This design comes from an exercise in tuning for small area on the open sky130 flow, not from production work. No run shown here included a check of the RTL's function; only the layout flow was run. No activity file was given, so power comes from the tool's default toggle rates.

==> flow/design.v <==
module distortion(in_sample, mode, en, v, neg, sh_neg, sh_amt);
  input [15:0] in_sample;
  wire [15:0] in_sample;
  input [1:0] mode;
  wire [1:0] mode;
  input en;
  wire en;
  output [15:0] v;
  wire [15:0] v;
  output neg;
  wire neg;
  output sh_neg;
  wire sh_neg;
  output [1:0] sh_amt;
  wire [1:0] sh_amt;
  wire _000_;
  wire _001_;
  wire _002_;
  wire _003_;
  wire _004_;
  wire _005_;
  wire _006_;
  wire _007_;
  wire _008_;
  wire _009_;
  wire _010_;
  wire _011_;
  wire _012_;
  wire _013_;
  wire _014_;
  wire _015_;
  wire _016_;
  wire _017_;
  wire _018_;
  wire _019_;
  wire _020_;
  wire _021_;
  wire _022_;
  wire _023_;
  wire _024_;
  wire _025_;
  wire _026_;
  wire _027_;
  wire _028_;
  wire _029_;
  wire _030_;
  wire _031_;
  wire _032_;
  wire _033_;
  wire _034_;
  wire _035_;
  wire _036_;
  wire _037_;
  wire _038_;
  wire _039_;
  wire _040_;
  wire _041_;
  wire _042_;
  wire _043_;
  wire _044_;
  wire _045_;
  wire _046_;
  wire _047_;
  wire _048_;
  wire _049_;
  wire _050_;
  wire _051_;
  wire _052_;
  wire _053_;
  wire _054_;
  wire _055_;
  wire _056_;
  wire _057_;
  wire _058_;
  wire _059_;
  wire _060_;
  wire _061_;
  wire _062_;
  wire _063_;
  wire _064_;
  wire _065_;
  wire _066_;
  wire _067_;
  wire _068_;
  wire _069_;
  wire _070_;
  wire _071_;
  wire _072_;
  wire _073_;
  wire _074_;
  wire _075_;
  wire _076_;
  wire _077_;
  wire _078_;
  wire _079_;
  wire _080_;
  wire _081_;
  wire _082_;
  wire _083_;
  wire _084_;
  wire _085_;
  wire _086_;
  wire _087_;
  wire _088_;
  wire _089_;
  wire _090_;
  wire _091_;
  wire _092_;
  wire _093_;
  wire _094_;
  wire _095_;
  wire _096_;
  wire _097_;
  wire _098_;
  wire _099_;
  wire [3:0] _0_;
  wire _100_;
  wire _101_;
  wire _102_;
  wire _103_;
  wire _104_;
  wire _105_;
  wire _106_;
  wire _107_;
  wire _108_;
  wire _109_;
  wire [3:0] _10_;
  wire _110_;
  wire _111_;
  wire _112_;
  wire _113_;
  wire _114_;
  wire _115_;
  wire _116_;
  wire _117_;
  wire _118_;
  wire _119_;
  wire [3:0] _11_;
  wire _120_;
  wire _121_;
  wire _122_;
  wire _123_;
  wire _124_;
  wire _125_;
  wire _126_;
  wire _127_;
  wire _128_;
  wire _129_;
  wire [3:0] _12_;
  wire _130_;
  wire _131_;
  wire _132_;
  wire _133_;
  wire _134_;
  wire _135_;
  wire _136_;
  wire _137_;
  wire _138_;
  wire _139_;
  wire [3:0] _13_;
  wire _140_;
  wire _141_;
  wire _142_;
  wire _143_;
  wire _144_;
  wire _145_;
  wire _146_;
  wire _147_;
  wire _148_;
  wire _149_;
  wire [3:0] _14_;
  wire _150_;
  wire _151_;
  wire _152_;
  wire _153_;
  wire _154_;
  wire _155_;
  wire _156_;
  wire _157_;
  wire _158_;
  wire _159_;
  wire [3:0] _15_;
  wire _160_;
  wire _161_;
  wire _162_;
  wire _163_;
  wire _164_;
  wire _165_;
  wire _166_;
  wire _167_;
  wire _168_;
  wire _169_;
  wire [3:0] _16_;
  wire _170_;
  wire _171_;
  wire _172_;
  wire _173_;
  wire _174_;
  wire _175_;
  wire _176_;
  wire _177_;
  wire _178_;
  wire _179_;
  wire [3:0] _17_;
  wire _180_;
  wire _181_;
  wire _182_;
  wire _183_;
  wire _184_;
  wire _185_;
  wire _186_;
  wire _187_;
  wire _188_;
  wire _189_;
  wire [3:0] _18_;
  wire _190_;
  wire _191_;
  wire _192_;
  wire _193_;
  wire _194_;
  wire _195_;
  wire _196_;
  wire _197_;
  wire _198_;
  wire _199_;
  wire [3:0] _19_;
  wire [3:0] _1_;
  wire _200_;
  wire _201_;
  wire _202_;
  wire _203_;
  wire _204_;
  wire _205_;
  wire _206_;
  wire _207_;
  wire _208_;
  wire _209_;
  wire [3:0] _20_;
  wire _210_;
  wire _211_;
  wire _212_;
  wire _213_;
  wire _214_;
  wire _215_;
  wire _216_;
  wire _217_;
  wire _218_;
  wire _219_;
  wire [3:0] _21_;
  wire _220_;
  wire _221_;
  wire _222_;
  wire _223_;
  wire _224_;
  wire _225_;
  wire _226_;
  wire _227_;
  wire _228_;
  wire _229_;
  wire [3:0] _22_;
  wire _230_;
  wire _231_;
  wire _232_;
  wire _233_;
  wire _234_;
  wire _235_;
  wire _236_;
  wire _237_;
  wire _238_;
  wire _239_;
  wire [3:0] _23_;
  wire _240_;
  wire _241_;
  wire _242_;
  wire _243_;
  wire _244_;
  wire _245_;
  wire _246_;
  wire _247_;
  wire _248_;
  wire _249_;
  wire [3:0] _24_;
  wire _250_;
  wire _251_;
  wire _252_;
  wire _253_;
  wire _254_;
  wire _255_;
  wire _256_;
  wire _257_;
  wire _258_;
  wire _259_;
  wire [3:0] _25_;
  wire _260_;
  wire _261_;
  wire _262_;
  wire _263_;
  wire _264_;
  wire _265_;
  wire [3:0] _266_;
  wire [3:0] _267_;
  wire [3:0] _268_;
  wire [3:0] _269_;
  wire [3:0] _26_;
  wire [3:0] _270_;
  wire [3:0] _271_;
  wire [3:0] _272_;
  wire [3:0] _273_;
  wire [3:0] _274_;
  wire [3:0] _275_;
  wire [3:0] _276_;
  wire [3:0] _277_;
  wire [3:0] _278_;
  wire [3:0] _279_;
  wire [3:0] _27_;
  wire [3:0] _280_;
  wire [3:0] _281_;
  wire [3:0] _282_;
  wire [3:0] _283_;
  wire [3:0] _284_;
  wire [3:0] _285_;
  wire [3:0] _286_;
  wire [3:0] _287_;
  wire [3:0] _288_;
  wire [3:0] _289_;
  wire [3:0] _28_;
  wire [3:0] _290_;
  wire [3:0] _291_;
  wire [3:0] _292_;
  wire [3:0] _293_;
  wire [3:0] _294_;
  wire [3:0] _295_;
  wire [3:0] _296_;
  wire [3:0] _297_;
  wire [3:0] _298_;
  wire [3:0] _299_;
  wire [3:0] _29_;
  wire [3:0] _2_;
  wire [3:0] _300_;
  wire [3:0] _301_;
  wire [3:0] _302_;
  wire [3:0] _303_;
  wire [3:0] _304_;
  wire [3:0] _305_;
  wire [3:0] _306_;
  wire [3:0] _307_;
  wire [3:0] _308_;
  wire [3:0] _309_;
  wire [3:0] _30_;
  wire [3:0] _310_;
  wire [3:0] _311_;
  wire [3:0] _312_;
  wire [3:0] _313_;
  wire [3:0] _314_;
  wire [3:0] _315_;
  wire [3:0] _316_;
  wire [3:0] _317_;
  wire [3:0] _318_;
  wire [3:0] _319_;
  wire [3:0] _31_;
  wire [3:0] _320_;
  wire [3:0] _321_;
  wire [3:0] _322_;
  wire [3:0] _323_;
  wire [3:0] _324_;
  wire [3:0] _325_;
  wire [3:0] _326_;
  wire [3:0] _327_;
  wire [3:0] _328_;
  wire [3:0] _329_;
  wire [3:0] _32_;
  wire [3:0] _330_;
  wire [3:0] _331_;
  wire [3:0] _332_;
  wire [3:0] _333_;
  wire [3:0] _334_;
  wire [3:0] _335_;
  wire [3:0] _336_;
  wire [3:0] _337_;
  wire [3:0] _338_;
  wire [3:0] _339_;
  wire [3:0] _33_;
  wire [3:0] _340_;
  wire [3:0] _341_;
  wire [3:0] _342_;
  wire [3:0] _343_;
  wire [3:0] _344_;
  wire [3:0] _345_;
  wire [3:0] _346_;
  wire [3:0] _347_;
  wire [3:0] _348_;
  wire [3:0] _349_;
  wire [3:0] _34_;
  wire [3:0] _350_;
  wire [3:0] _351_;
  wire [3:0] _352_;
  wire [3:0] _353_;
  wire [3:0] _354_;
  wire [3:0] _355_;
  wire [3:0] _356_;
  wire [3:0] _357_;
  wire [3:0] _358_;
  wire [3:0] _359_;
  wire [3:0] _35_;
  wire [3:0] _360_;
  wire [3:0] _361_;
  wire [3:0] _362_;
  wire [3:0] _363_;
  wire [3:0] _364_;
  wire [3:0] _365_;
  wire [3:0] _366_;
  wire [3:0] _367_;
  wire [3:0] _368_;
  wire [3:0] _369_;
  wire [3:0] _36_;
  wire [3:0] _370_;
  wire [3:0] _371_;
  wire [3:0] _372_;
  wire [3:0] _373_;
  wire [3:0] _374_;
  wire [3:0] _375_;
  wire [3:0] _376_;
  wire [3:0] _377_;
  wire [3:0] _378_;
  wire [3:0] _379_;
  wire [3:0] _37_;
  wire [3:0] _380_;
  wire [3:0] _381_;
  wire [3:0] _382_;
  wire [3:0] _383_;
  wire [3:0] _384_;
  wire [3:0] _385_;
  wire [3:0] _386_;
  wire [3:0] _387_;
  wire [3:0] _388_;
  wire [3:0] _389_;
  wire [3:0] _38_;
  wire [3:0] _390_;
  wire [3:0] _391_;
  wire [3:0] _392_;
  wire [3:0] _393_;
  wire [3:0] _394_;
  wire [3:0] _395_;
  wire [3:0] _396_;
  wire [3:0] _397_;
  wire [3:0] _398_;
  wire [3:0] _399_;
  wire [3:0] _39_;
  wire [3:0] _3_;
  wire [3:0] _400_;
  wire [3:0] _401_;
  wire [3:0] _402_;
  wire [3:0] _403_;
  wire [3:0] _404_;
  wire [3:0] _405_;
  wire [3:0] _406_;
  wire [3:0] _407_;
  wire [3:0] _408_;
  wire [3:0] _409_;
  wire [3:0] _40_;
  wire [3:0] _410_;
  wire [3:0] _411_;
  wire [3:0] _412_;
  wire [3:0] _413_;
  wire [3:0] _414_;
  wire [3:0] _415_;
  wire [3:0] _416_;
  wire [3:0] _417_;
  wire [3:0] _418_;
  wire [3:0] _419_;
  wire [3:0] _41_;
  wire [3:0] _420_;
  wire [3:0] _421_;
  wire [3:0] _422_;
  wire [3:0] _423_;
  wire [3:0] _424_;
  wire [3:0] _425_;
  wire [3:0] _426_;
  wire [3:0] _427_;
  wire [3:0] _428_;
  wire [3:0] _429_;
  wire [3:0] _42_;
  wire [3:0] _430_;
  wire [3:0] _431_;
  wire [3:0] _432_;
  wire [3:0] _433_;
  wire [3:0] _434_;
  wire [3:0] _435_;
  wire [3:0] _436_;
  wire [3:0] _437_;
  wire [3:0] _438_;
  wire [3:0] _439_;
  wire [3:0] _43_;
  wire [3:0] _440_;
  wire [3:0] _441_;
  wire [3:0] _442_;
  wire [3:0] _443_;
  wire [3:0] _444_;
  wire [3:0] _445_;
  wire [3:0] _446_;
  wire [3:0] _447_;
  wire [3:0] _448_;
  wire [3:0] _449_;
  wire [3:0] _44_;
  wire [3:0] _450_;
  wire [3:0] _45_;
  wire [3:0] _46_;
  wire [3:0] _47_;
  wire [3:0] _48_;
  wire [3:0] _49_;
  wire [3:0] _4_;
  wire [3:0] _50_;
  wire [3:0] _51_;
  wire [3:0] _52_;
  wire [3:0] _53_;
  wire [3:0] _54_;
  wire [3:0] _55_;
  wire [3:0] _56_;
  wire [3:0] _57_;
  wire [3:0] _58_;
  wire [3:0] _59_;
  wire [3:0] _5_;
  wire [3:0] _60_;
  wire [3:0] _61_;
  wire [3:0] _62_;
  wire [3:0] _63_;
  wire [3:0] _64_;
  wire [3:0] _65_;
  wire [3:0] _66_;
  wire [3:0] _67_;
  wire [3:0] _68_;
  wire [3:0] _69_;
  wire [3:0] _6_;
  wire [3:0] _70_;
  wire [3:0] _71_;
  wire [3:0] _72_;
  wire [3:0] _73_;
  wire [3:0] _74_;
  wire [3:0] _75_;
  wire [3:0] _76_;
  wire [3:0] _77_;
  wire [3:0] _78_;
  wire [3:0] _79_;
  wire [3:0] _7_;
  wire [3:0] _80_;
  wire [3:0] _81_;
  wire [3:0] _82_;
  wire [3:0] _83_;
  wire [3:0] _84_;
  wire [3:0] _85_;
  wire [3:0] _86_;
  wire [3:0] _87_;
  wire [3:0] _88_;
  wire [3:0] _89_;
  wire [3:0] _8_;
  wire [3:0] _90_;
  wire [3:0] _91_;
  wire [3:0] _92_;
  wire [3:0] _93_;
  wire [3:0] _94_;
  wire [3:0] _95_;
  wire [3:0] _96_;
  wire [3:0] _97_;
  wire [3:0] _98_;
  wire [3:0] _99_;
  wire [3:0] _9_;
  assign { _450_[3:1], v[0] } = 4'h1 >> { _205_, _204_ };
  assign { _449_[3:1], _205_ } = 4'h1 >> { _203_, _126_ };
  assign { _448_[3:1], _204_ } = 4'h8 >> { _203_, _126_ };
  assign { _447_[3:1], _203_ } = 4'h1 >> { _202_, _125_ };
  assign { _446_[3:1], _202_ } = 4'h2 >> { _124_, _122_ };
  assign { _445_[3:1], v[1] } = 4'h1 >> { _201_, _137_ };
  assign { _444_[3:1], _201_ } = 4'h2 >> { _136_, _127_ };
  assign { _443_[3:1], v[2] } = 4'he >> { _200_, _140_ };
  assign { _442_[3:1], _200_ } = 4'h2 >> { _139_, _117_ };
  assign { _441_[3:1], v[3] } = 4'he >> { _199_, _143_ };
  assign { _440_[3:1], _199_ } = 4'h2 >> { _142_, _116_ };
  assign { _439_[3:1], v[4] } = 4'h1 >> { _198_, _146_ };
  assign { _438_[3:1], _198_ } = 4'h4 >> { _197_, _144_ };
  assign { _437_[3:1], _197_ } = 4'h1 >> { _145_, _088_ };
  assign { _436_[3:1], v[5] } = 4'he >> { _196_, _149_ };
  assign { _435_[3:1], _196_ } = 4'h2 >> { _148_, _146_ };
  assign { _434_[3:1], v[6] } = 4'h1 >> { _195_, _152_ };
  assign { _433_[3:1], _195_ } = 4'h4 >> { _194_, _150_ };
  assign { _432_[3:1], _194_ } = 4'h1 >> { _151_, _086_ };
  assign { _431_[3:1], v[7] } = 4'he >> { _193_, _192_ };
  assign { _430_[3:1], _193_ } = 4'h4 >> { _191_, _152_ };
  assign { _429_[3:1], _192_ } = 4'h2 >> { _191_, _152_ };
  assign { _428_[3:1], _191_ } = 4'h1 >> { _107_, _106_ };
  assign { _427_[3:1], v[8] } = 4'he >> { _190_, _189_ };
  assign { _426_[3:1], _190_ } = 4'h2 >> { _188_, _154_ };
  assign { _425_[3:1], _189_ } = 4'h4 >> { _188_, _154_ };
  assign { _424_[3:1], _188_ } = 4'h1 >> { _187_, _103_ };
  assign { _423_[3:1], _187_ } = 4'h1 >> { _102_, _052_ };
  assign { _422_[3:1], v[9] } = 4'he >> { _186_, _185_ };
  assign { _421_[3:1], _186_ } = 4'h8 >> { _184_, _155_ };
  assign { _420_[3:1], _185_ } = 4'h1 >> { _184_, _155_ };
  assign { _419_[3:1], _184_ } = 4'h1 >> { _101_, _100_ };
  assign { _418_[3:1], v[10] } = 4'he >> { _183_, _182_ };
  assign { _417_[3:1], _183_ } = 4'h1 >> { _181_, _157_ };
  assign { _416_[3:1], _182_ } = 4'h8 >> { _181_, _157_ };
  assign { _415_[3:1], _181_ } = 4'h1 >> { _180_, _096_ };
  assign { _414_[3:1], _180_ } = 4'h1 >> { _179_, _077_ };
  assign { _413_[3:1], _179_ } = 4'h4 >> { _082_, _257_ };
  assign { _412_[3:1], v[11] } = 4'h1 >> { _178_, _162_ };
  assign { _411_[3:1], _178_ } = 4'h2 >> { _161_, _158_ };
  assign { _410_[3:1], v[12] } = 4'he >> { _177_, _165_ };
  assign { _409_[3:1], _177_ } = 4'h2 >> { _164_, _162_ };
  assign { _408_[3:1], v[13] } = 4'h1 >> { _176_, _175_ };
  assign { _407_[3:1], _176_ } = 4'h8 >> { _174_, _083_ };
  assign { _406_[3:1], _175_ } = 4'h1 >> { _174_, _083_ };
  assign { _405_[3:1], _174_ } = 4'h1 >> { _166_, _089_ };
  assign { _404_[3:1], v[14] } = 4'h1 >> { _173_, _090_ };
  assign { _403_[3:1], _173_ } = 4'h8 >> { _172_, _167_ };
  assign { _402_[3:1], _172_ } = 4'h1 >> { _171_, _170_ };
  assign { _401_[3:1], _171_ } = 4'h2 >> { _169_, _168_ };
  assign { _400_[3:1], _170_ } = 4'h4 >> { _169_, _168_ };
  assign { _399_[3:1], _169_ } = 4'h4 >> { _085_, _078_ };
  assign { _398_[3:1], _168_ } = 4'h4 >> { _082_, _263_ };
  assign { _0_[3:1], _167_ } = 4'h1 >> { _166_, _090_ };
  assign { _1_[3:1], _166_ } = 4'h1 >> { _165_, _092_ };
  assign { _2_[3:1], _165_ } = 4'h4 >> { _164_, _162_ };
  assign { _3_[3:1], _164_ } = 4'h1 >> { _163_, _092_ };
  assign { _4_[3:1], _163_ } = 4'h8 >> { _091_, sh_neg };
  assign { _5_[3:1], _162_ } = 4'h1 >> { _161_, _095_ };
  assign { _6_[3:1], _161_ } = 4'h8 >> { _160_, _158_ };
  assign { _7_[3:1], _160_ } = 4'h1 >> { _159_, _095_ };
  assign { _8_[3:1], _159_ } = 4'h8 >> { _094_, _093_ };
  assign { _9_[3:1], _158_ } = 4'h4 >> { _157_, _096_ };
  assign { _10_[3:1], _157_ } = 4'h1 >> { _156_, _100_ };
  assign { _11_[3:1], _156_ } = 4'h1 >> { _155_, _101_ };
  assign { _12_[3:1], _155_ } = 4'h1 >> { _154_, _103_ };
  assign { _13_[3:1], _154_ } = 4'h1 >> { _153_, _106_ };
  assign { _14_[3:1], _153_ } = 4'h1 >> { _152_, _107_ };
  assign { _15_[3:1], _152_ } = 4'h8 >> { _151_, _150_ };
  assign { _16_[3:1], _151_ } = 4'h4 >> { _082_, _234_ };
  assign { _17_[3:1], _150_ } = 4'h1 >> { _149_, _110_ };
  assign { _18_[3:1], _149_ } = 4'h4 >> { _148_, _146_ };
  assign { _19_[3:1], _148_ } = 4'h1 >> { _147_, _110_ };
  assign { _20_[3:1], _147_ } = 4'h8 >> { _109_, _108_ };
  assign { _21_[3:1], _146_ } = 4'h8 >> { _145_, _144_ };
  assign { _22_[3:1], _145_ } = 4'h4 >> { _082_, _221_ };
  assign { _23_[3:1], _144_ } = 4'h1 >> { _143_, _115_ };
  assign { _24_[3:1], _143_ } = 4'h4 >> { _142_, _116_ };
  assign { _25_[3:1], _142_ } = 4'h1 >> { _141_, _115_ };
  assign { _26_[3:1], _141_ } = 4'h2 >> { _140_, _077_ };
  assign { _27_[3:1], _140_ } = 4'h4 >> { _139_, _117_ };
  assign { _28_[3:1], _139_ } = 4'h4 >> { _138_, _137_ };
  assign { _29_[3:1], _138_ } = 4'h1 >> { _134_, _130_ };
  assign { _30_[3:1], _137_ } = 4'h4 >> { _136_, _127_ };
  assign { _31_[3:1], _136_ } = 4'h1 >> { _135_, _134_ };
  assign { _32_[3:1], _135_ } = 4'h4 >> { _133_, _128_ };
  assign { _33_[3:1], _134_ } = 4'h2 >> { _133_, _128_ };
  assign { _34_[3:1], _133_ } = 4'h1 >> { _132_, _131_ };
  assign { _35_[3:1], _132_ } = 4'h2 >> { _118_, _086_ };
  assign { _36_[3:1], _131_ } = 4'h2 >> { _130_, mode[0] };
  assign { _37_[3:1], _130_ } = 4'h1 >> { _129_, _077_ };
  assign { _38_[3:1], _129_ } = 4'h8 >> { _111_, _081_ };
  assign { _39_[3:1], _128_ } = 4'h8 >> { _082_, _213_ };
  assign { _40_[3:1], _127_ } = 4'h1 >> { _126_, _125_ };
  assign { _41_[3:1], _126_ } = 4'h4 >> { sh_neg, in_sample[15] };
  assign { _42_[3:1], _125_ } = 4'h4 >> { _124_, _122_ };
  assign { _43_[3:1], _124_ } = 4'h8 >> { _123_, _082_ };
  assign { _44_[3:1], _123_ } = 4'h1 >> { _027_, _210_ };
  assign { _45_[3:1], _122_ } = 4'h1 >> { _121_, _077_ };
  assign { _46_[3:1], _121_ } = 4'h2 >> { _120_, _081_ };
  assign { _47_[3:1], _120_ } = 4'h1 >> { _119_, _118_ };
  assign { _48_[3:1], _119_ } = 4'h1 >> { mode[0], in_sample[15] };
  assign { _49_[3:1], _118_ } = 4'h8 >> { mode[0], in_sample[15] };
  assign { _50_[3:1], _117_ } = 4'h4 >> { _082_, _225_ };
  assign { _51_[3:1], _116_ } = 4'h4 >> { _082_, _209_ };
  assign { _52_[3:1], _115_ } = 4'h1 >> { _114_, _077_ };
  assign { _53_[3:1], _114_ } = 4'h8 >> { _113_, _081_ };
  assign { _54_[3:1], _113_ } = 4'h4 >> { _112_, _111_ };
  assign { _55_[3:1], _112_ } = 4'h1 >> { _084_, _206_ };
  assign { _56_[3:1], _111_ } = 4'h2 >> { mode[1], in_sample[15] };
  assign { _57_[3:1], _110_ } = 4'h1 >> { _109_, _108_ };
  assign { _58_[3:1], _109_ } = 4'h4 >> { _082_, _218_ };
  assign { _59_[3:1], _108_ } = 4'h2 >> { _097_, _052_ };
  assign { _60_[3:1], _107_ } = 4'h8 >> { _104_, _097_ };
  assign { _61_[3:1], _106_ } = 4'h4 >> { _105_, _097_ };
  assign { _62_[3:1], _105_ } = 4'h1 >> { _104_, _081_ };
  assign { _63_[3:1], _104_ } = 4'h4 >> { _082_, _231_ };
  assign { _64_[3:1], _103_ } = 4'h8 >> { _102_, _052_ };
  assign { _65_[3:1], _102_ } = 4'h4 >> { _082_, _245_ };
  assign { _66_[3:1], _101_ } = 4'h2 >> { _099_, _098_ };
  assign { _67_[3:1], _100_ } = 4'h4 >> { _099_, _098_ };
  assign { _68_[3:1], _099_ } = 4'h4 >> { _082_, _250_ };
  assign { _69_[3:1], _098_ } = 4'h1 >> { _097_, _088_ };
  assign { _70_[3:1], _097_ } = 4'h4 >> { _078_, mode[0] };
  assign { _71_[3:1], _096_ } = 4'h4 >> { _077_, _257_ };
  assign { _72_[3:1], _095_ } = 4'h1 >> { _094_, _093_ };
  assign { _73_[3:1], _094_ } = 4'h8 >> { _084_, _052_ };
  assign { _74_[3:1], _093_ } = 4'h4 >> { _082_, _002_ };
  assign { _75_[3:1], _092_ } = 4'h1 >> { _091_, sh_neg };
  assign { _76_[3:1], _091_ } = 4'h4 >> { _082_, _005_ };
  assign { _77_[3:1], _090_ } = 4'h2 >> { _089_, _083_ };
  assign { _78_[3:1], _089_ } = 4'h1 >> { _088_, _087_ };
  assign { _79_[3:1], _088_ } = 4'h8 >> { _084_, _081_ };
  assign { _80_[3:1], _087_ } = 4'h2 >> { _086_, _085_ };
  assign { _81_[3:1], _086_ } = 4'h8 >> { _081_, mode[1] };
  assign { _82_[3:1], _085_ } = 4'h2 >> { _084_, _052_ };
  assign { _83_[3:1], _084_ } = 4'h8 >> mode;
  assign { _84_[3:1], _083_ } = 4'h4 >> { _082_, _260_ };
  assign { _85_[3:1], _082_ } = 4'h2 >> { _081_, _011_ };
  assign { _86_[3:1], _081_ } = 4'h8 >> { _076_, _012_ };
  assign { _87_[3:1], neg } = 4'h8 >> { _011_, in_sample[15] };
  assign { _88_[3:1], sh_neg } = 4'h4 >> { _077_, mode[1] };
  assign { _89_[3:1], sh_amt[1] } = 4'h8 >> { _079_, mode[1] };
  assign { _90_[3:1], sh_amt[0] } = 4'h2 >> { _080_, mode[0] };
  assign { _91_[3:1], _080_ } = 4'h1 >> { _079_, _078_ };
  assign { _92_[3:1], _079_ } = 4'h8 >> { _051_, _012_ };
  assign { _93_[3:1], _078_ } = 4'h8 >> { _077_, mode[1] };
  assign { _94_[3:1], _077_ } = 4'h2 >> { _076_, _052_ };
  assign { _95_[3:1], _076_ } = 4'h1 >> { _075_, _062_ };
  assign { _96_[3:1], _075_ } = 4'h4 >> { _074_, _068_ };
  assign { _97_[3:1], _074_ } = 4'h2 >> { _073_, _264_ };
  assign { _98_[3:1], _073_ } = 4'h4 >> { _072_, _071_ };
  assign { _99_[3:1], _072_ } = 4'h2 >> { _006_, mode[0] };
  assign { _266_[3:1], _071_ } = 4'h4 >> { _070_, _236_ };
  assign { _267_[3:1], _070_ } = 4'h8 >> { _069_, _034_ };
  assign { _268_[3:1], _069_ } = 4'h8 >> { _005_, _257_ };
  assign { _269_[3:1], _068_ } = 4'h4 >> { _067_, _066_ };
  assign { _270_[3:1], _067_ } = 4'h1 >> { _005_, _002_ };
  assign { _271_[3:1], _066_ } = 4'h2 >> { _065_, _257_ };
  assign { _272_[3:1], _065_ } = 4'h4 >> { _064_, _063_ };
  assign { _273_[3:1], _064_ } = 4'h1 >> { _056_, _250_ };
  assign { _274_[3:1], _063_ } = 4'h8 >> { _055_, _015_ };
  assign { _275_[3:1], _062_ } = 4'h1 >> { _061_, mode[1] };
  assign { _276_[3:1], _061_ } = 4'h1 >> { _060_, _263_ };
  assign { _277_[3:1], _060_ } = 4'h2 >> { _059_, _047_ };
  assign { _278_[3:1], _059_ } = 4'h4 >> { _058_, _057_ };
  assign { _279_[3:1], _058_ } = 4'h4 >> { _020_, _002_ };
  assign { _280_[3:1], _057_ } = 4'h4 >> { _056_, _054_ };
  assign { _281_[3:1], _056_ } = 4'h8 >> { _055_, _234_ };
  assign { _282_[3:1], _055_ } = 4'h8 >> { _245_, _231_ };
  assign { _283_[3:1], _054_ } = 4'h1 >> { _053_, _218_ };
  assign { _284_[3:1], _053_ } = 4'h8 >> { _026_, _239_ };
  assign { _285_[3:1], _052_ } = 4'h2 >> { _051_, _012_ };
  assign { _286_[3:1], _051_ } = 4'h2 >> { _050_, _263_ };
  assign { _287_[3:1], _050_ } = 4'h1 >> { _049_, _025_ };
  assign { _288_[3:1], _049_ } = 4'h4 >> { _048_, _045_ };
  assign { _289_[3:1], _048_ } = 4'h4 >> { _047_, _046_ };
  assign { _290_[3:1], _047_ } = 4'h8 >> { _005_, _260_ };
  assign { _291_[3:1], _046_ } = 4'h2 >> { _002_, mode[0] };
  assign { _292_[3:1], _045_ } = 4'h1 >> { _044_, _257_ };
  assign { _293_[3:1], _044_ } = 4'h1 >> { _043_, _037_ };
  assign { _294_[3:1], _043_ } = 4'h4 >> { _042_, _041_ };
  assign { _295_[3:1], _042_ } = 4'h1 >> { _034_, _002_ };
  assign { _296_[3:1], _041_ } = 4'h8 >> { _040_, _038_ };
  assign { _297_[3:1], _040_ } = 4'h2 >> { _039_, _017_ };
  assign { _298_[3:1], _039_ } = 4'h1 >> { _221_, _218_ };
  assign { _299_[3:1], _038_ } = 4'h4 >> { _250_, _240_ };
  assign { _300_[3:1], _037_ } = 4'h2 >> { _036_, mode[0] };
  assign { _301_[3:1], _036_ } = 4'h4 >> { _035_, _033_ };
  assign { _302_[3:1], _035_ } = 4'h8 >> { _034_, _231_ };
  assign { _303_[3:1], _034_ } = 4'h8 >> { _250_, _245_ };
  assign { _304_[3:1], _033_ } = 4'h4 >> { _032_, _031_ };
  assign { _305_[3:1], _032_ } = 4'h1 >> { _234_, _218_ };
  assign { _306_[3:1], _031_ } = 4'h2 >> { _030_, _026_ };
  assign { _307_[3:1], _030_ } = 4'h1 >> { _029_, _225_ };
  assign { _308_[3:1], _029_ } = 4'h1 >> { _028_, _237_ };
  assign { _309_[3:1], _028_ } = 4'h2 >> { _027_, in_sample[1] };
  assign { _310_[3:1], _027_ } = 4'h8 >> { in_sample[0], in_sample[15] };
  assign { _311_[3:1], _026_ } = 4'h8 >> { _221_, _209_ };
  assign { _312_[3:1], _025_ } = 4'h1 >> { _024_, mode[1] };
  assign { _313_[3:1], _024_ } = 4'h1 >> { _023_, _260_ };
  assign { _314_[3:1], _023_ } = 4'h2 >> { _022_, _006_ };
  assign { _315_[3:1], _022_ } = 4'h4 >> { _021_, _019_ };
  assign { _316_[3:1], _021_ } = 4'h4 >> { _020_, _245_ };
  assign { _317_[3:1], _020_ } = 4'h1 >> { _257_, _250_ };
  assign { _318_[3:1], _019_ } = 4'h8 >> { _018_, _015_ };
  assign { _319_[3:1], _018_ } = 4'h4 >> { _017_, _016_ };
  assign { _320_[3:1], _017_ } = 4'h8 >> { _234_, _231_ };
  assign { _321_[3:1], _016_ } = 4'h1 >> { _239_, _221_ };
  assign { _322_[3:1], _015_ } = 4'h2 >> { _014_, _218_ };
  assign { _323_[3:1], _014_ } = 4'h8 >> { _013_, _226_ };
  assign { _324_[3:1], _013_ } = 4'h2 >> { _221_, _214_ };
  assign { _325_[3:1], _012_ } = 4'h4 >> { _011_, _206_ };
  assign { _326_[3:1], _011_ } = 4'h2 >> { _010_, en };
  assign { _327_[3:1], _010_ } = 4'h4 >> { _009_, _254_ };
  assign { _328_[3:1], _009_ } = 4'h8 >> { _008_, _265_ };
  assign { _329_[3:1], _008_ } = 4'h2 >> { _007_, _006_ };
  assign { _330_[3:1], _007_ } = 4'h1 >> { _250_, mode[1] };
  assign { _331_[3:1], _006_ } = 4'h8 >> { _005_, _002_ };
  assign { _332_[3:1], _005_ } = 4'h1 >> { _004_, _003_ };
  assign { _333_[3:1], _004_ } = 4'h4 >> { in_sample[15], in_sample[12] };
  assign { _334_[3:1], _003_ } = 4'h2 >> { in_sample[15], in_sample[12] };
  assign { _335_[3:1], _002_ } = 4'h1 >> { _001_, _000_ };
  assign { _336_[3:1], _001_ } = 4'h4 >> { in_sample[11], in_sample[15] };
  assign { _337_[3:1], _000_ } = 4'h2 >> { in_sample[11], in_sample[15] };
  assign { _338_[3:1], _265_ } = 4'h8 >> { _264_, _257_ };
  assign { _339_[3:1], _264_ } = 4'h8 >> { _263_, _260_ };
  assign { _340_[3:1], _263_ } = 4'h1 >> { _262_, _261_ };
  assign { _341_[3:1], _262_ } = 4'h4 >> { in_sample[14], in_sample[15] };
  assign { _342_[3:1], _261_ } = 4'h2 >> { in_sample[14], in_sample[15] };
  assign { _343_[3:1], _260_ } = 4'h1 >> { _259_, _258_ };
  assign { _344_[3:1], _259_ } = 4'h4 >> { in_sample[13], in_sample[15] };
  assign { _345_[3:1], _258_ } = 4'h2 >> { in_sample[13], in_sample[15] };
  assign { _346_[3:1], _257_ } = 4'h1 >> { _256_, _255_ };
  assign { _347_[3:1], _256_ } = 4'h4 >> { in_sample[10], in_sample[15] };
  assign { _348_[3:1], _255_ } = 4'h2 >> { in_sample[10], in_sample[15] };
  assign { _349_[3:1], _254_ } = 4'h4 >> { _253_, _247_ };
  assign { _350_[3:1], _253_ } = 4'h1 >> { _252_, _251_ };
  assign { _351_[3:1], _252_ } = 4'h8 >> { mode[0], in_sample[8] };
  assign { _352_[3:1], _251_ } = 4'h8 >> { _250_, mode[1] };
  assign { _353_[3:1], _250_ } = 4'h1 >> { _249_, _248_ };
  assign { _354_[3:1], _249_ } = 4'h4 >> { in_sample[9], in_sample[15] };
  assign { _355_[3:1], _248_ } = 4'h2 >> { in_sample[9], in_sample[15] };
  assign { _356_[3:1], _247_ } = 4'h1 >> { _246_, _242_ };
  assign { _357_[3:1], _246_ } = 4'h1 >> { _245_, mode[0] };
  assign { _358_[3:1], _245_ } = 4'h1 >> { _244_, _243_ };
  assign { _359_[3:1], _244_ } = 4'h4 >> { in_sample[8], in_sample[15] };
  assign { _360_[3:1], _243_ } = 4'h2 >> { in_sample[8], in_sample[15] };
  assign { _361_[3:1], _242_ } = 4'h8 >> { _241_, _236_ };
  assign { _362_[3:1], _241_ } = 4'h4 >> { _240_, in_sample[4] };
  assign { _363_[3:1], _240_ } = 4'h8 >> { _239_, _216_ };
  assign { _364_[3:1], _239_ } = 4'h8 >> { _238_, _237_ };
  assign { _365_[3:1], _238_ } = 4'h1 >> { in_sample[0], in_sample[3] };
  assign { _366_[3:1], _237_ } = 4'h1 >> { in_sample[1], in_sample[2] };
  assign { _367_[3:1], _236_ } = 4'h4 >> { _235_, _228_ };
  assign { _368_[3:1], _235_ } = 4'h1 >> { _234_, _231_ };
  assign { _369_[3:1], _234_ } = 4'h1 >> { _233_, _232_ };
  assign { _370_[3:1], _233_ } = 4'h4 >> { in_sample[6], in_sample[15] };
  assign { _371_[3:1], _232_ } = 4'h2 >> { in_sample[6], in_sample[15] };
  assign { _372_[3:1], _231_ } = 4'h1 >> { _230_, _229_ };
  assign { _373_[3:1], _230_ } = 4'h4 >> { in_sample[7], in_sample[15] };
  assign { _374_[3:1], _229_ } = 4'h2 >> { in_sample[7], in_sample[15] };
  assign { _375_[3:1], _228_ } = 4'h4 >> { _227_, _215_ };
  assign { _376_[3:1], _227_ } = 4'h2 >> { _226_, _222_ };
  assign { _377_[3:1], _226_ } = 4'h1 >> { _225_, _209_ };
  assign { _378_[3:1], _225_ } = 4'h1 >> { _224_, _223_ };
  assign { _379_[3:1], _224_ } = 4'h4 >> { in_sample[2], in_sample[15] };
  assign { _380_[3:1], _223_ } = 4'h2 >> { in_sample[2], in_sample[15] };
  assign { _381_[3:1], _222_ } = 4'h8 >> { _221_, _218_ };
  assign { _382_[3:1], _221_ } = 4'h1 >> { _220_, _219_ };
  assign { _383_[3:1], _220_ } = 4'h4 >> { in_sample[4], in_sample[15] };
  assign { _384_[3:1], _219_ } = 4'h2 >> { in_sample[4], in_sample[15] };
  assign { _385_[3:1], _218_ } = 4'h1 >> { _217_, _216_ };
  assign { _386_[3:1], _217_ } = 4'h4 >> { in_sample[5], in_sample[15] };
  assign { _387_[3:1], _216_ } = 4'h2 >> { in_sample[5], in_sample[15] };
  assign { _388_[3:1], _215_ } = 4'h4 >> { _214_, _209_ };
  assign { _389_[3:1], _214_ } = 4'h4 >> { _213_, _210_ };
  assign { _390_[3:1], _213_ } = 4'h1 >> { _212_, _211_ };
  assign { _391_[3:1], _212_ } = 4'h8 >> { in_sample[1], in_sample[15] };
  assign { _392_[3:1], _211_ } = 4'h1 >> { in_sample[1], in_sample[15] };
  assign { _393_[3:1], _210_ } = 4'h1 >> { in_sample[0], in_sample[15] };
  assign { _394_[3:1], _209_ } = 4'h1 >> { _208_, _207_ };
  assign { _395_[3:1], _208_ } = 4'h4 >> { in_sample[3], in_sample[15] };
  assign { _396_[3:1], _207_ } = 4'h2 >> { in_sample[3], in_sample[15] };
  assign { _397_[3:1], _206_ } = 4'h1 >> mode;
  assign _0_[0] = _167_;
  assign _1_[0] = _166_;
  assign _2_[0] = _165_;
  assign _3_[0] = _164_;
  assign _4_[0] = _163_;
  assign _5_[0] = _162_;
  assign _6_[0] = _161_;
  assign _7_[0] = _160_;
  assign _8_[0] = _159_;
  assign _9_[0] = _158_;
  assign _10_[0] = _157_;
  assign _11_[0] = _156_;
  assign _12_[0] = _155_;
  assign _13_[0] = _154_;
  assign _14_[0] = _153_;
  assign _15_[0] = _152_;
  assign _16_[0] = _151_;
  assign _17_[0] = _150_;
  assign _18_[0] = _149_;
  assign _19_[0] = _148_;
  assign _20_[0] = _147_;
  assign _21_[0] = _146_;
  assign _22_[0] = _145_;
  assign _23_[0] = _144_;
  assign _24_[0] = _143_;
  assign _25_[0] = _142_;
  assign _26_[0] = _141_;
  assign _27_[0] = _140_;
  assign _28_[0] = _139_;
  assign _29_[0] = _138_;
  assign _30_[0] = _137_;
  assign _31_[0] = _136_;
  assign _32_[0] = _135_;
  assign _33_[0] = _134_;
  assign _34_[0] = _133_;
  assign _35_[0] = _132_;
  assign _36_[0] = _131_;
  assign _37_[0] = _130_;
  assign _38_[0] = _129_;
  assign _39_[0] = _128_;
  assign _40_[0] = _127_;
  assign _41_[0] = _126_;
  assign _42_[0] = _125_;
  assign _43_[0] = _124_;
  assign _44_[0] = _123_;
  assign _45_[0] = _122_;
  assign _46_[0] = _121_;
  assign _47_[0] = _120_;
  assign _48_[0] = _119_;
  assign _49_[0] = _118_;
  assign _50_[0] = _117_;
  assign _51_[0] = _116_;
  assign _52_[0] = _115_;
  assign _53_[0] = _114_;
  assign _54_[0] = _113_;
  assign _55_[0] = _112_;
  assign _56_[0] = _111_;
  assign _57_[0] = _110_;
  assign _58_[0] = _109_;
  assign _59_[0] = _108_;
  assign _60_[0] = _107_;
  assign _61_[0] = _106_;
  assign _62_[0] = _105_;
  assign _63_[0] = _104_;
  assign _64_[0] = _103_;
  assign _65_[0] = _102_;
  assign _66_[0] = _101_;
  assign _67_[0] = _100_;
  assign _68_[0] = _099_;
  assign _69_[0] = _098_;
  assign _70_[0] = _097_;
  assign _71_[0] = _096_;
  assign _72_[0] = _095_;
  assign _73_[0] = _094_;
  assign _74_[0] = _093_;
  assign _75_[0] = _092_;
  assign _76_[0] = _091_;
  assign _77_[0] = _090_;
  assign _78_[0] = _089_;
  assign _79_[0] = _088_;
  assign _80_[0] = _087_;
  assign _81_[0] = _086_;
  assign _82_[0] = _085_;
  assign _83_[0] = _084_;
  assign _84_[0] = _083_;
  assign _85_[0] = _082_;
  assign _86_[0] = _081_;
  assign _87_[0] = neg;
  assign _88_[0] = sh_neg;
  assign _89_[0] = sh_amt[1];
  assign _90_[0] = sh_amt[0];
  assign _91_[0] = _080_;
  assign _92_[0] = _079_;
  assign _93_[0] = _078_;
  assign _94_[0] = _077_;
  assign _95_[0] = _076_;
  assign _96_[0] = _075_;
  assign _97_[0] = _074_;
  assign _98_[0] = _073_;
  assign _99_[0] = _072_;
  assign _266_[0] = _071_;
  assign _267_[0] = _070_;
  assign _268_[0] = _069_;
  assign _269_[0] = _068_;
  assign _270_[0] = _067_;
  assign _271_[0] = _066_;
  assign _272_[0] = _065_;
  assign _273_[0] = _064_;
  assign _274_[0] = _063_;
  assign _275_[0] = _062_;
  assign _276_[0] = _061_;
  assign _277_[0] = _060_;
  assign _278_[0] = _059_;
  assign _279_[0] = _058_;
  assign _280_[0] = _057_;
  assign _281_[0] = _056_;
  assign _282_[0] = _055_;
  assign _283_[0] = _054_;
  assign _284_[0] = _053_;
  assign _285_[0] = _052_;
  assign _286_[0] = _051_;
  assign _287_[0] = _050_;
  assign _288_[0] = _049_;
  assign _289_[0] = _048_;
  assign _290_[0] = _047_;
  assign _291_[0] = _046_;
  assign _292_[0] = _045_;
  assign _293_[0] = _044_;
  assign _294_[0] = _043_;
  assign _295_[0] = _042_;
  assign _296_[0] = _041_;
  assign _297_[0] = _040_;
  assign _298_[0] = _039_;
  assign _299_[0] = _038_;
  assign _300_[0] = _037_;
  assign _301_[0] = _036_;
  assign _302_[0] = _035_;
  assign _303_[0] = _034_;
  assign _304_[0] = _033_;
  assign _305_[0] = _032_;
  assign _306_[0] = _031_;
  assign _307_[0] = _030_;
  assign _308_[0] = _029_;
  assign _309_[0] = _028_;
  assign _310_[0] = _027_;
  assign _311_[0] = _026_;
  assign _312_[0] = _025_;
  assign _313_[0] = _024_;
  assign _314_[0] = _023_;
  assign _315_[0] = _022_;
  assign _316_[0] = _021_;
  assign _317_[0] = _020_;
  assign _318_[0] = _019_;
  assign _319_[0] = _018_;
  assign _320_[0] = _017_;
  assign _321_[0] = _016_;
  assign _322_[0] = _015_;
  assign _323_[0] = _014_;
  assign _324_[0] = _013_;
  assign _325_[0] = _012_;
  assign _326_[0] = _011_;
  assign _327_[0] = _010_;
  assign _328_[0] = _009_;
  assign _329_[0] = _008_;
  assign _330_[0] = _007_;
  assign _331_[0] = _006_;
  assign _332_[0] = _005_;
  assign _333_[0] = _004_;
  assign _334_[0] = _003_;
  assign _335_[0] = _002_;
  assign _336_[0] = _001_;
  assign _337_[0] = _000_;
  assign _338_[0] = _265_;
  assign _339_[0] = _264_;
  assign _340_[0] = _263_;
  assign _341_[0] = _262_;
  assign _342_[0] = _261_;
  assign _343_[0] = _260_;
  assign _344_[0] = _259_;
  assign _345_[0] = _258_;
  assign _346_[0] = _257_;
  assign _347_[0] = _256_;
  assign _348_[0] = _255_;
  assign _349_[0] = _254_;
  assign _350_[0] = _253_;
  assign _351_[0] = _252_;
  assign _352_[0] = _251_;
  assign _353_[0] = _250_;
  assign _354_[0] = _249_;
  assign _355_[0] = _248_;
  assign _356_[0] = _247_;
  assign _357_[0] = _246_;
  assign _358_[0] = _245_;
  assign _359_[0] = _244_;
  assign _360_[0] = _243_;
  assign _361_[0] = _242_;
  assign _362_[0] = _241_;
  assign _363_[0] = _240_;
  assign _364_[0] = _239_;
  assign _365_[0] = _238_;
  assign _366_[0] = _237_;
  assign _367_[0] = _236_;
  assign _368_[0] = _235_;
  assign _369_[0] = _234_;
  assign _370_[0] = _233_;
  assign _371_[0] = _232_;
  assign _372_[0] = _231_;
  assign _373_[0] = _230_;
  assign _374_[0] = _229_;
  assign _375_[0] = _228_;
  assign _376_[0] = _227_;
  assign _377_[0] = _226_;
  assign _378_[0] = _225_;
  assign _379_[0] = _224_;
  assign _380_[0] = _223_;
  assign _381_[0] = _222_;
  assign _382_[0] = _221_;
  assign _383_[0] = _220_;
  assign _384_[0] = _219_;
  assign _385_[0] = _218_;
  assign _386_[0] = _217_;
  assign _387_[0] = _216_;
  assign _388_[0] = _215_;
  assign _389_[0] = _214_;
  assign _390_[0] = _213_;
  assign _391_[0] = _212_;
  assign _392_[0] = _211_;
  assign _393_[0] = _210_;
  assign _394_[0] = _209_;
  assign _395_[0] = _208_;
  assign _396_[0] = _207_;
  assign _397_[0] = _206_;
  assign _398_[0] = _168_;
  assign _399_[0] = _169_;
  assign _400_[0] = _170_;
  assign _401_[0] = _171_;
  assign _402_[0] = _172_;
  assign _403_[0] = _173_;
  assign _404_[0] = v[14];
  assign _405_[0] = _174_;
  assign _406_[0] = _175_;
  assign _407_[0] = _176_;
  assign _408_[0] = v[13];
  assign _409_[0] = _177_;
  assign _410_[0] = v[12];
  assign _411_[0] = _178_;
  assign _412_[0] = v[11];
  assign _413_[0] = _179_;
  assign _414_[0] = _180_;
  assign _415_[0] = _181_;
  assign _416_[0] = _182_;
  assign _417_[0] = _183_;
  assign _418_[0] = v[10];
  assign _419_[0] = _184_;
  assign _420_[0] = _185_;
  assign _421_[0] = _186_;
  assign _422_[0] = v[9];
  assign _423_[0] = _187_;
  assign _424_[0] = _188_;
  assign _425_[0] = _189_;
  assign _426_[0] = _190_;
  assign _427_[0] = v[8];
  assign _428_[0] = _191_;
  assign _429_[0] = _192_;
  assign _430_[0] = _193_;
  assign _431_[0] = v[7];
  assign _432_[0] = _194_;
  assign _433_[0] = _195_;
  assign _434_[0] = v[6];
  assign _435_[0] = _196_;
  assign _436_[0] = v[5];
  assign _437_[0] = _197_;
  assign _438_[0] = _198_;
  assign _439_[0] = v[4];
  assign _440_[0] = _199_;
  assign _441_[0] = v[3];
  assign _442_[0] = _200_;
  assign _443_[0] = v[2];
  assign _444_[0] = _201_;
  assign _445_[0] = v[1];
  assign _446_[0] = _202_;
  assign _447_[0] = _203_;
  assign _448_[0] = _204_;
  assign _449_[0] = _205_;
  assign _450_[0] = v[0];
  assign v[15] = sh_neg;
endmodule
module pedal_audio(
    input  wire        AUD_BCLK,
    input  wire        reset,
    input  wire [1:0]  SW,
    input  wire        AUD_ADCLRCK,
    input  wire        AUD_ADCDAT,
    output wire        AUD_DACLRCK,
    output wire        AUD_DACDAT
);
    reg [1:0] mode_bclk_ff1, mode_bclk_ff2;
    always @(posedge AUD_BCLK) begin
        mode_bclk_ff1 <= SW;
        mode_bclk_ff2 <= mode_bclk_ff1;
    end
    reg        lrclk_prev;
    reg [4:0]  bit_count;
    reg [16:0] cur;
    reg [15:0] oth;
    reg        oth_ok;
    reg        sh_neg;
    reg        neg;
    reg [1:0]  sh_amt;
    reg        dacdat;
    wire boundary = AUD_ADCLRCK ^ lrclk_prev;
    wire load     = boundary | reset;
    wire [15:0] d_v;
    wire        d_neg, d_sh_neg;
    wire [1:0]  d_sh_amt;
    distortion u_dist (
        .in_sample(oth),
        .mode(mode_bclk_ff2),
        .en(oth_ok & ~reset),
        .v(d_v),
        .neg(d_neg),
        .sh_neg(d_sh_neg),
        .sh_amt(d_sh_amt)
    );
    reg tap, late;
    always @(*) begin
        case (sh_amt)
            2'd0: tap = cur[15];
            2'd1: tap = cur[14];
            2'd2: tap = cur[13];
            default: tap = cur[12];
        endcase
        if (sh_neg)
            tap = cur[16];
        case (sh_amt)
            2'd0: late = 1'b0;
            2'd1: late = (bit_count[3:0] == 4'd15);
            2'd2: late = (bit_count[3:1] == 3'd7);
            default: late = (bit_count[3:2] == 2'd3) & (bit_count[1] | bit_count[0]);
        endcase
        if (sh_neg)
            late = 1'b0;
    end
    wire        c_shift = ~load & ~bit_count[4];
    wire        c_hold  = ~load & bit_count[4];
    wire [16:0] cur_next = ({17{load}} & {1'b0, d_v})
                         | ({17{c_shift}} & {cur[15:0], AUD_ADCDAT})
                         | ({17{c_hold}} & cur);
    always @(posedge AUD_BCLK) begin
        lrclk_prev <= AUD_ADCLRCK & ~reset;
        if (load)
            bit_count <= 5'd0;
        else if (!bit_count[4])
            bit_count <= {bit_count[4] | (&bit_count[3:0]),
                          bit_count[3] ^ (&bit_count[2:0]),
                          bit_count[2] ^ (&bit_count[1:0]),
                          bit_count[1] ^ bit_count[0],
                          ~bit_count[0]};
        cur <= cur_next;
        if (boundary)
            oth <= cur[15:0];
        if (reset)
            oth_ok <= 1'b0;
        else if (boundary)
            oth_ok <= bit_count[4];
        if (load) begin
            neg    <= d_neg;
            sh_neg <= d_sh_neg;
            sh_amt <= d_sh_amt;
        end
        if (load)
            dacdat <= 1'b0;
        else
            dacdat <= (tap ^ neg) & ~late & ~bit_count[4];
    end
    assign AUD_DACDAT  = dacdat;
    assign AUD_DACLRCK = AUD_ADCLRCK;
endmodule
==> flow/flow/run.sh <==
#!/bin/bash
# Own layout flow: the standard flow (standard.sh), with
#  * area-only ABC mapping in synthesis (flow/abc_area_only.tcl),
#  * the smallest buffer on each port,
#  * clock tree synthesis without dummy loads.
# Each step's full output is in orfs/logs/; make's output is in flow_make.log.
set -euo pipefail
W=$(pwd)
F=$W/flow
export AREA_ABC_SCRIPT=$F/area.script
cat $F/abc_area_only.tcl $W/synth_recipe.tcl > $W/area_synth.tcl
sed "s#$W/synth_recipe.tcl#$W/area_synth.tcl#g" $W/standard.sh > $W/area_standard.sh
grep -q area_synth.tcl $W/area_standard.sh
cat >> $W/config.mk <<'EOC'
export BUFFER_PORTS_ARGS = -buffer_cell sky130_fd_sc_hd__buf_1
export CTS_ARGS = -sink_clustering_enable -repair_clock_nets -dont_use_dummy_load -buf_list sky130_fd_sc_hd__clkbuf_2 -root_buf sky130_fd_sc_hd__clkbuf_8
EOC
bash $W/area_standard.sh > $W/flow_make.log 2>&1
==> flow/flow/abc_area_only.tcl <==
# Area-only technology mapping: ABC gets flow/area.script (plain area
# mapping) in place of ORFS's script, which also buffers and upsizes gates
# for speed; the clock period here leaves a wide margin. Everything else in
# the standard synthesis is unchanged, so the registers keep their names and
# cell types.
proc abc {args} {
  set i [lsearch -exact $args -script]
  if { $i >= 0 } {
    set args [lreplace $args [expr {$i + 1}] [expr {$i + 1}] $::env(AREA_ABC_SCRIPT)]
  }
  set j [lsearch -exact $args -D]
  if { $j >= 0 } {
    set args [lreplace $args $j [expr {$j + 1}]]
  }
  yosys abc {*}$args
}
==> flow/flow/area.script <==
strash
dch
amap
topo
==> flow/standard.sh <==
#!/bin/bash
# synth_recipe.tcl (not shown) runs the flow's synth.tcl, then flattens the netlist and writes it again
# the make line also repeats each setting of config.mk as NAME=value (left out here)
make -C /OpenROAD-flow-scripts/flow DESIGN_CONFIG=/design/flow/config.mk WORK_HOME=/design/flow/orfs CLKGATE_MAP_FILE= SYNTH_SCRIPT=/design/flow/synth_recipe.tcl "${@:-finish}"
==> flow/config.mk <==
export PLATFORM = sky130hd
export DESIGN_NAME = pedal_audio
export DESIGN_NICKNAME = pedal_audio
export VERILOG_FILES = /design/flow/design.v
export SDC_FILE = /design/flow/constraint.sdc
export NUM_CORES = 4
export LEC_CHECK = 0
export ABC_AREA = 1
export CAP_MARGIN = 0
export CORE_MARGIN = 2
export CORE_UTILIZATION = 40
export SLEW_MARGIN = 0
export BUFFER_PORTS_ARGS = -buffer_cell sky130_fd_sc_hd__buf_1
export CTS_ARGS = -sink_clustering_enable -repair_clock_nets -dont_use_dummy_load -buf_list sky130_fd_sc_hd__clkbuf_2 -root_buf sky130_fd_sc_hd__clkbuf_8
==> flow/constraint.sdc <==
create_clock -name core_clock -period 20.0 [get_ports {AUD_BCLK}]
set_input_delay 4.0000 -clock core_clock [delete_from_list [all_inputs] [get_ports {AUD_BCLK}]]
set_output_delay 4.0000 -clock core_clock [all_outputs]
set_load 0.01 [all_outputs]
==> notes.md, run 1 <==
- Fillers: 641
- WP data required: 20.20 ns
- Max-slew violation count: 0
- Max IR drop VDD: 0.0000365 V
- HP Class: reg2reg
- Vias in the first global route: 2164
- Post-Route Setup TNS: 0 ns
- Synth area leader: edfxtp_1
- Actual slew at the worst max-slew pin: 0.920 ns
- Static leakage: 1.04 nW
- First-pass GRT wire length: 10500 um
- Main combinational cell family by area after synthesis: compound AO/OA/AOI/OAI gates
- Antenna-violating nets left: 0
- First-pass DRT Iterations: 5
- Crit path capture type: register
- Rows: 29
- Synth top area share: 22.5%
- Seq/Total Area, Yosys: 44.2%
- Chip height: 85.8 um
- Clock transition at path regs: 0.09 ns
- Distinct cells, synth: 37
- Slowest cell delay on critical path: 0.76 ns
- Status: complete, no violations
- DRT iter0 DRCs: 204
- Post-synthesis compound-gate area fraction: 22.0%
- Cts-stage hold buffer count: 0
- Fraction of registers with async set/reset: 0%
- Pwr Density: 70.1 nW/um^2
- Cell Area, Synth: 2670 um^2
- Cells on Worst Hold Path: 0
- Post-CTS Resized: 0
- Core area: 6420 um^2
- DP Worst Slack: 9.58 ns
- RePlAce Congestion: 0.927
- Full die area: 7350 um^2
- Slew Limit Headroom: 38.7%
- Hold Violations, Final: 0
- Proportion of layout cells with a drive suffix above 1: 3.14%
- Dpl cell area: 2820 um^2
- Total number of yosys warnings: 1
- Number of setup violations in the final report: 0
- Mux contribution to synthesized area: 0%
- Max cap viols: 0
- Period utilisation layout: 50.5%
- Design Area, Final: 2890 um^2
- Adder-Cell Fraction of Synth Area: 9.73%
- Syn Nets: 328
- Clk buf depth: 2
- Worst Setup Start Kind: input port
- Crit path max fanout: 19
- Clock buffer count from CTS: 5
- Congestion Overflow GR: 0
- CTS H-tree depth: 2
- Fmax: 99.0 MHz
- DRC violations left: 0
- Most numerous cell in the Yosys netlist: nor2_1
- Die width: 85.8 um
- Final setup margin: 9.90 ns
- Clock tree root driver cell: clkbuf_8
- Synth top area cells: edfxtp_1, dfxtp_1, nor2_1, ha_1, clkinv_1
- Setup CP Type: in2reg
- Post-synthesis xor/xnor area fraction: 0.328%
- Syn Inst Count: 303
- Via-per-instance ratio: 5.67
- Largest net degree at the start of global routing: 20
- I/O Buffers: 7
- Setup bufs post-CTS: 0
- Main synth FF type: dfxtp_1
- EDFF count, synth: 20
- Final net count: 345
- Initial Util: 41.6%
- Number of top-level pins: 8
- Final Skew: 0.0181 ns
- FF+latch count, synth: 49
- Util after Layout: 45.0%
- Min Tclk post-route: 10.10 ns
- Diode count: 0
- HPWL Detailed: 4520 um
- Crit-path slowest cell: or2_0
- Post-synth top cells: nor2_1, clkinv_1, dfxtp_1
- Simple-Gate Fraction of Synth Area: 17.7%
- Syn Area/Cell: 8.82 um^2
- RSZ-0062 raised after global routing: no
- Via count: 2240
- Worst Reg2Reg Path Length in Cells: 38
- Final WL: 5970 um
- CTS tree: yes
- Drt wl/cell: 15.1 um
- Clock sink count: 49
- CP Data Arrival Time: 10.31 ns
- Area grow syn2layout: 8.14%
- Gr usage total: 17.9%
- Clk Latency, worst-skew pair: 0.30 ns
- Antenna violations before repair: 0
-- path summary, 6_finish.rpt --
kind,from,endpoint,slack [ns]
worst min-delay path,mode_bclk_ff1[0],mode_bclk_ff2[0],0.33
worst max register to register,oth[15],cur[13],11.08
worst max-delay path,reset,cur[13],9.90
worst min register to register,mode_bclk_ff1[0],mode_bclk_ff2[0],0.33
-- layout by cell type, fill, tap and decap left out, types with 3 or more instances in the layout --
cell	netlist	routed
buf_4	1	4
nor2b_1	3	3
buf_1	0	7
nand3_1	6	6
a31oi_1	7	7
clkinv_1	41	41
nor2_1	60	60
nor3_1	16	16
dfxtp_1	29	29
ha_1	16	16
o21ai_0	15	15
a221o_1	9	9
or2_0	8	8
a222oi_1	4	4
fa_1	3	3
o311ai_0	3	3
o22ai_1	3	3
edfxtp_1	20	20
a21oi_1	16	15
a211oi_1	5	5
nand2_1	12	12
a22oi_1	4	4
clkbuf_8	0	5
-- registers in the layout, indices dropped and copies added, names as in the netlist --
register,cells
cur,17
dacdat,1
lrclk_prev,1
sh_neg,1
oth_ok,1
sh_amt,2
bit_count,5
neg,1
oth,16
mode_bclk_ff1,2
mode_bclk_ff2,2
-- kinds of logic (layout without fill, tap and decap cells) --
kind of cell | count (synthesis) | count (layout)
xor+xnor | 1 | 1
flops | 49 | 49
compound gates | 83 | 83
buf+inv | 42 | 57
fa+ha+maj | 19 | 19
simple gates | 109 | 109
-- layout make-up --
type	count	area (um^2)	area share [%]
sequential	49	1180	40.8
clock buffer	5	68.8	2.38
timing repair buffer	11	56.3	1.95
multi-input combinational	212	1340	46.2
inverter	41	154	5.32
tap	77	96.3	3.33
-- worst max-delay path: cells and delay by family --
kind	cells	cell delay, ns
AND/OR/NAND/NOR	13	3.05
AO/OA/AOI/OAI	6	0.82
adder cells (fa/ha/maj)	7	2.00
buffers and inverters	5	0.38
-- metal layers --
layer  vias up  GRT usage (%)  wire length [um]
li1       1137              -                 -
met1      1056           26.7              3180
met2        38           26.4              2500
met3         9           2.60               169
met4         0           6.20               119
met5         -              0                 0
-- stage by stage --
stage	total power [mW]	std cells	hold WS (ns)
floorplan	0.142	303	0.310
global placement	0.152	390	0.311
detailed placement	0.152	390	0.316
CTS	0.203	395	0.333
global route	0.213	395	0.346
finish	0.203	395	0.331
-- where the power goes --
| group | leakage [nW] | total (mW) | internal [mW] | switching, mW |
|---|---|---|---|---|
| clock | 0.0359 | 0.0521 | 0.0226 | 0.0295 |
| sequential | 0.449 | 0.117 | 0.111 | 0.00589 |
| combinational | 0.556 | 0.0332 | 0.0113 | 0.0219 |
| total | 1.04 | 0.203 | 0.145 | 0.0573 |
==> inputs of run 2 (changes only) <==
--- a/flow/flow/run.sh
+++ b/flow/flow/run.sh
@@ -15,3 +15,3 @@
 export BUFFER_PORTS_ARGS = -buffer_cell sky130_fd_sc_hd__buf_1
-export CTS_ARGS = -sink_clustering_enable -repair_clock_nets -dont_use_dummy_load -buf_list sky130_fd_sc_hd__clkbuf_2 -root_buf sky130_fd_sc_hd__clkbuf_8
+export CTS_ARGS = -sink_clustering_enable -dont_use_dummy_load -buf_list sky130_fd_sc_hd__clkbuf_4 -root_buf sky130_fd_sc_hd__clkbuf_8
 EOC
--- a/flow/config.mk
+++ b/flow/config.mk
@@ -13,2 +13,2 @@
 export BUFFER_PORTS_ARGS = -buffer_cell sky130_fd_sc_hd__buf_1
-export CTS_ARGS = -sink_clustering_enable -repair_clock_nets -dont_use_dummy_load -buf_list sky130_fd_sc_hd__clkbuf_2 -root_buf sky130_fd_sc_hd__clkbuf_8
+export CTS_ARGS = -sink_clustering_enable -dont_use_dummy_load -buf_list sky130_fd_sc_hd__clkbuf_4 -root_buf sky130_fd_sc_hd__clkbuf_8
==> notes.md, run 2 <==
- Gr usage total: 17.9% (unchanged)
- Crit. Startpoint: reset
- Crit-path slowest cell: or2_0
- RSZ-0062 raised after global routing: no
- R2R Path End: cur[13]
- Clock transition at path regs: 0.09 ns (about the same)
- Clk network pwr share: 25.7% (about the same)
- Commonest cells after routing, fill and taps aside: nor2_1, clkinv_1, dfxtp_1
- Final setup margin: 9.90 ns (unchanged)
- HPWL Detailed: 4520 um (unchanged)
- Cell Area, Synth: 2670 um^2 (unchanged)
- Hold Violations, Final: 0 (unchanged)
- Worst r2r src: oth[15]
- I/O Buffers: 7 (unchanged)
- Cts-stage hold buffer count: 0 (unchanged)
- Setup bufs post-CTS: 0 (unchanged)
- Static leakage: 1.04 nW (unchanged)
- DRC violations left: 0 (unchanged)
- Proportion of layout cells with a drive suffix above 1: 3.14% (unchanged)
- Worst Setup Start Kind: input port
- Final net count: 345 (unchanged)
- Final Skew: 0.0181 ns (unchanged)
- Slowest cell delay on critical path: 0.76 ns (about the same)
- Syn Nets: 328 (unchanged)
- Max-slew violation count: 0 (unchanged)
- Via-per-instance ratio: 5.67 (unchanged)
- CP Data Arrival Time: 10.31 ns (about the same)
- Psw: 0.0573 mW (unchanged)
- Clock tree root driver cell: clkbuf_8
- Crit path capture type: register
- Commonest non-fill, non-tap cell in the layout: nor2_1
- Main synth FF type: dfxtp_1
- Combinational share of power: 16.4% (about the same)
- WP data required: 20.20 ns (about the same)
- Period utilisation layout: 50.5% (unchanged)
- Synth top area share: 22.5% (unchanged)
- Largest net degree at the start of global routing: 20 (unchanged)
- Distinct cells, synth: 37 (unchanged)
- Clock sink count: 49 (unchanged)
- Actual slew at the worst max-slew pin: 0.920 ns (unchanged)
- Chip height: 85.8 um (unchanged)
- Biggest register: cur
- Congestion Overflow GR: 0 (unchanged)
- Synth top area cells: edfxtp_1, dfxtp_1, nor2_1, ha_1, clkinv_1
- EDFF count, synth: 20 (unchanged)
- Number of top-level pins: 8 (unchanged)
- Syn Inst Count: 303 (unchanged)
- Max cap viols: 0 (unchanged)
- Syn Area/Cell: 8.82 um^2 (unchanged)
- Pwr Density: 70.1 nW/um^2 (unchanged)
- Antenna violations before repair: 0 (unchanged)
- RePlAce Congestion: 0.927 (unchanged)
- DP Worst Slack: 9.58 ns (unchanged)
- DRT iter0 DRCs: 204 (unchanged)
- Min Tclk post-route: 10.10 ns (unchanged)
- Switching share of power: 28.3% (unchanged)
- Register-to-register setup slack: 11.08 ns (about the same)
- Seq/Total Area, Yosys: 44.2% (unchanged)
- Number of setup violations in the final report: 0 (unchanged)
- Full die area: 7350 um^2 (unchanged)
- Final WL: 5970 um (unchanged)
- Crit path max fanout: 19 (unchanged)
- CTS tree: yes
- Slew Limit Headroom: 38.7% (unchanged)
- Vias in the first global route: 2164 (unchanged)
- Fmax: 99.0 MHz (unchanged)
- Core area: 6420 um^2 (unchanged)
- FF+latch count, synth: 49 (unchanged)
- Worst Reg2Reg Path Length in Cells: 38 (unchanged)
- Post-Route Setup TNS: 0 ns (unchanged)
- Drt wl/cell: 15.1 um (unchanged)
- Setup CP Type: in2reg
- Fraction of registers with async set/reset: 0% (unchanged)
- Post-CTS Resized: 0 (unchanged)
- Area grow syn2layout: 8.14% (unchanged)
- Most numerous cell in the Yosys netlist: nor2_1
- First-pass GRT wire length: 10500 um (unchanged)
- Antenna-violating nets left: 0 (unchanged)
- Post-synth top cells: nor2_1, clkinv_1, dfxtp_1
- Regs by FF count: cur (17), oth (16), bit_count (5)
- Synth area leader: edfxtp_1
- Max IR drop VDD: 0.0000365 V (unchanged)
- CTS H-tree depth: 2 (unchanged)
- Total number of yosys warnings: 1 (unchanged)
- Die width: 85.8 um (unchanged)
- First-pass DRT Iterations: 5 (unchanged)
- Max reg flops: 17 (unchanged)
- Initial Util: 41.6% (unchanged)
- Status: complete, no violations
- Rows: 29 (unchanged)
- Worst setup path endpoint: cur[13]
- Clk buf depth: 2 (unchanged)
- Seq pwr share: 57.9% (about the same)
- Clock buffer count from CTS: 5 (unchanged)
- Clk Latency, worst-skew pair: 0.30 ns (about the same)
- Int Pwr: 0.145 mW (unchanged)
- Diode count: 0 (unchanged)
- HP Class: reg2reg
- Via count: 2240 (unchanged)
-- run 2: cell counts after synthesis --
Identical to the previous run, type by type.
-- run 2: logic make-up after synthesis --
| logic type | synth area share [%] |
|---|---|
| buf+inv | 6.04 |
| fa+ha+maj | 9.73 |
| xor+xnor | 0.328 |
| compound gates | 22.0 |
| flops | 44.2 |
| simple gates | 17.7 |
-- run 2: worst min path at each step --
stage / slack (ns) / cells after the start / to / from
global route: 0.35 / 0 / mode_bclk_ff2[1] / mode_bclk_ff1[1]
finish: 0.33 / 0 / mode_bclk_ff2[0] / mode_bclk_ff1[0]
global placement: 0.31 / 0 / mode_bclk_ff2[0] / mode_bclk_ff1[0]
floorplan: 0.31 / 0 / mode_bclk_ff2[0] / mode_bclk_ff1[0]
CTS: 0.33 / 0 / mode_bclk_ff2[0] / mode_bclk_ff1[0]
detailed placement: 0.32 / 0 / mode_bclk_ff2[1] / mode_bclk_ff1[1]
-- run 2: worst max-delay path, delay by kind of cell --
kind | cells | cell delay (ns)
adder cells (fa/ha/maj) | 7 | 2.00
AND/OR/NAND/NOR | 13 | 3.05
buffers and inverters | 5 | 0.38
AO/OA/AOI/OAI | 6 | 0.82
-- run 2: final cells by class --
class | instances | area [um^2]
Clock buffer | 5 | 68.8
Multi-Input combinational cell | 212 | 1340
Timing Repair Buffer | 11 | 56.3
Tap cell | 77 | 96.3
Sequential cell | 49 | 1180
Inverter | 41 | 154
Fill cell | 641 | 3530
-- run 2: per-stage QoR --
stage | instances | power (mW) | hold slack [ns] | area, um^2 | util (%)
finish | 395 | 0.203 | 0.331 | 2890 | 45.0
floorplan | 303 | 0.142 | 0.310 | 2670 | -
global route | 395 | 0.213 | 0.346 | 2890 | 45.0
global placement | 390 | 0.152 | 0.311 | 2820 | 44.0
CTS | 395 | 0.203 | 0.333 | 2890 | 45.0
detailed placement | 390 | 0.152 | 0.316 | 2820 | 44.0
-- run 2: power by group through the flow --
| stage | Clock [mW] | Sequential [mW] | Combinational, mW |
|---|---|---|---|
| after floorplan | 0 | 0.118 | 0.0243 |
| after global placement | 0 | 0.119 | 0.0329 |
| after detailed placement | 0 | 0.119 | 0.0328 |
| after CTS | 0.0529 | 0.117 | 0.0331 |
| after global routing | 0.0568 | 0.118 | 0.0379 |
| final | 0.0521 | 0.117 | 0.0332 |
-- run 2: per-layer routing --
metal	share of wire, %	track usage, %	vias to the layer above
met3	2.8	2.60	9
met4	2.0	6.20	0
met2	42	26.4	38
met1	53	26.7	1056
li1	-	-	1137
met5	0	0	-

## afterwards: timing with drivers on the ports
Ports are ideal in the flow. The routed layouts listed here were re-timed in OpenROAD.
Step 1 (the two cells are an assumption about what drives the block):
set clk [get_ports {AUD_BCLK}]
set_driving_cell -lib_cell sky130_fd_sc_hd__clkbuf_16 $clk
set_driving_cell -lib_cell sky130_fd_sc_hd__buf_2 [delete_from_list [all_inputs] $clk]
Step 2 adds t to the input delays and takes it off the output delays; t is the mean of the earliest and latest rising clock arrival at the registers after step 1. Input paths then give back, and output paths get back, about the clock's delay inside the block.
Slacks: no drivers / after step 1 / after step 2; pairs: no drivers / after step 1.
run	t (ns)	slack for setup (ns)	worst hold slack (ns)	latest minus earliest clock arrival (ns)
run 1	0.323	9.896 / 9.904 / 9.581	0.331 / 0.331 / 0.331	0.018 / 0.018
run 2	0.323	9.896 / 9.904 / 9.581	0.331 / 0.331 / 0.331	0.018 / 0.018
After both steps every run listed still meets setup and hold.
